From an optimization exercise on the open Yosys and OpenROAD flow, aimed at small area; shortcuts taken in it are not production practice. The RTL was checked by simulation tests, not by an equivalence proof against the original design. Power figures rest on the tool's default switching activity, not on a simulated workload.

Setup of alpha:
Design MainModule, start of the top module:
module MainModule(clk, rst, start, si_1, si_0, b1, b2, b3, b4, st, clk_on, data_compp, read_dataaa, Db1, Db2, Db3, Db4, Tb1, Tb2, Tb3, Tb4
, Rb1, Rb2, Rb3, Rb4, readPacket, o_hsync, o_vsync, o_vga_blank, o_vga_sync, o_vga_clk, o_red, o_blue, o_green);
export LEC_CHECK = 0
export ABC_AREA = 1
export CAP_MARGIN = 30
export CORE_MARGIN = 2
export CORE_UTILIZATION = 55
export CTS_BUF_LIST = sky130_fd_sc_hd__clkbuf_8
export PLACE_DENSITY = 0.65
export SLEW_MARGIN = 20
create_clock -name core_clock -period 10.0 [get_ports {clk}]
standard.sh (not shown) runs the stock make flow with config.mk's settings and CLKGATE_MAP_FILE= SYNTH_SCRIPT=/design/flow/synth_recipe.tcl, a recipe that flattens the netlist after the stock synthesis.
==> flow/flow/run.sh <==
#!/bin/bash
# The standard layout (the standard.sh: ORFS synthesis through finish),
# except that the input and output ports get the smallest buffer,
# sky130_fd_sc_hd__buf_1, instead of ORFS's default port buffer.
set -euo pipefail
export BUFFER_PORTS_ARGS="-buffer_cell sky130_fd_sc_hd__buf_1"
bash standard.sh finish > standard_flow.log 2>&1
alpha finished every stage and its layout cleared the timing, DRC and antenna checks.
> inputs changed (alpha -> beta)
- setting CTS_CLUSTER_SIZE to 13 for the first time
- setting CTS_CLUSTER_DIAMETER to 80 for the first time
--- outcome ---
Final routed DRC violation total essentially unchanged between alpha and beta.
Against alpha, the final cell area of beta is lower.
For number of cells after detailed placement, beta and alpha come out practically identical.
Diff alpha -> beta | wire length after detailed routing | down slightly
Compared with alpha, beta is more frugal on power.


the baseline:
Starting RTL as in the previous note.
Settings: LEC_CHECK=0, ABC_AREA=1, CAP_MARGIN=30, CORE_MARGIN=2, CORE_UTILIZATION=55, PLACE_DENSITY=0.65, SLEW_MARGIN=20; clock period 10.0 ns.
run.sh (not shown) runs the stock make flow with config.mk's settings and CLKGATE_MAP_FILE= SYNTH_SCRIPT=/design/flow/synth_recipe.tcl, a recipe that flattens the netlist after the stock synthesis.
Stock flow here: none of the scripts above is used.
Input-level comparison between the candidate and the baseline:
# the baseline
export LEC_CHECK = 0
export ABC_AREA = 1
export CAP_MARGIN = 30
export CORE_MARGIN = 2
export CORE_UTILIZATION = 55
export PLACE_DENSITY = 0.65
export SLEW_MARGIN = 20
create_clock -name core_clock -period 10.0 [get_ports {clk}]
# the candidate
export LEC_CHECK = 0
export ABC_AREA = 1
export CAP_MARGIN = 30
export CORE_MARGIN = 2
export CORE_UTILIZATION = 55
export CTS_BUF_LIST = sky130_fd_sc_hd__clkbuf_8
export CTS_CLUSTER_DIAMETER = 70
export CTS_CLUSTER_SIZE = 15
export PLACE_DENSITY = 0.65
export SLEW_MARGIN = 20
create_clock -name core_clock -period 10.0 [get_ports {clk}]
==> flow/flow/run.sh (new file) <==
#!/bin/bash
# The standard layout (the standard.sh: ORFS synthesis through finish),
# except that the input and output ports get the smallest buffer,
# sky130_fd_sc_hd__buf_1, instead of ORFS's default port buffer.
set -euo pipefail
export BUFFER_PORTS_ARGS="-buffer_cell sky130_fd_sc_hd__buf_1"
bash standard.sh finish > standard_flow.log 2>&1
==> flow/standard.sh (new file) <==
#!/bin/bash
# synth_recipe.tcl (not shown) runs the flow's synth.tcl, then flattens the netlist and writes it again
# the make line also repeats each setting of config.mk as NAME=value (left out here)
make -C /OpenROAD-flow-scripts/flow DESIGN_CONFIG=/design/flow/config.mk WORK_HOME=/design/flow/orfs CLKGATE_MAP_FILE= SYNTH_SCRIPT=/design/flow/synth_recipe.tcl "${@:-finish}"
removed: flow/run.sh
[summary]
The candidate was carried through to the last stage, and its layout satisfied the timing, DRC and antenna checks. Looking at average detailed-routed wire length per instance, the candidate sits below the baseline. The candidate vs the baseline: worst setup margin up. The candidate against the baseline: via count fell 278; count of plain and timing-repair buffers went up by 0.71%. Going from the baseline to the candidate, detailed-routing wirelength on met1 has increased, share of the cycle needed by the critical path after routing down 4.3 points, power moved down, total number of nets in the final design stayed essentially flat, number of cells in the finished layout apart from fillers lost 0.33%. Re die area: no difference whatsoever between the candidate and the baseline.

separate check: timing with driven ports:
How much do the figures lean on ideal ports? The routed layouts below were timed once more, with nothing changed but the port constraints.
Step 1 (the two cells are an assumption about what drives the block):
set clk [get_ports {clk}]
set_driving_cell -lib_cell sky130_fd_sc_hd__clkbuf_16 $clk
set_driving_cell -lib_cell sky130_fd_sc_hd__buf_2 [delete_from_list [all_inputs] $clk]
Step 2 also shifts input and output timing later by t, the mid clock arrival at the registers, as if the neighbouring blocks saw the same clock.
Slacks: ideal / step 1 / step 2; pairs: ideal / step 1.
run	shift t [ns]	setup WS [ns]	worst register clock-pin slew, ns
alpha	0.691	1.247 / 1.247 / 1.247	0.08 / 0.08
beta	0.711	1.277 / 1.277 / 1.277	0.10 / 0.10
the baseline	0.619	0.833 / 0.833 / 0.833	0.07 / 0.07
the candidate	0.709	1.264 / 1.264 / 1.264	0.10 / 0.10
After both steps setup and hold are still met in every run listed.
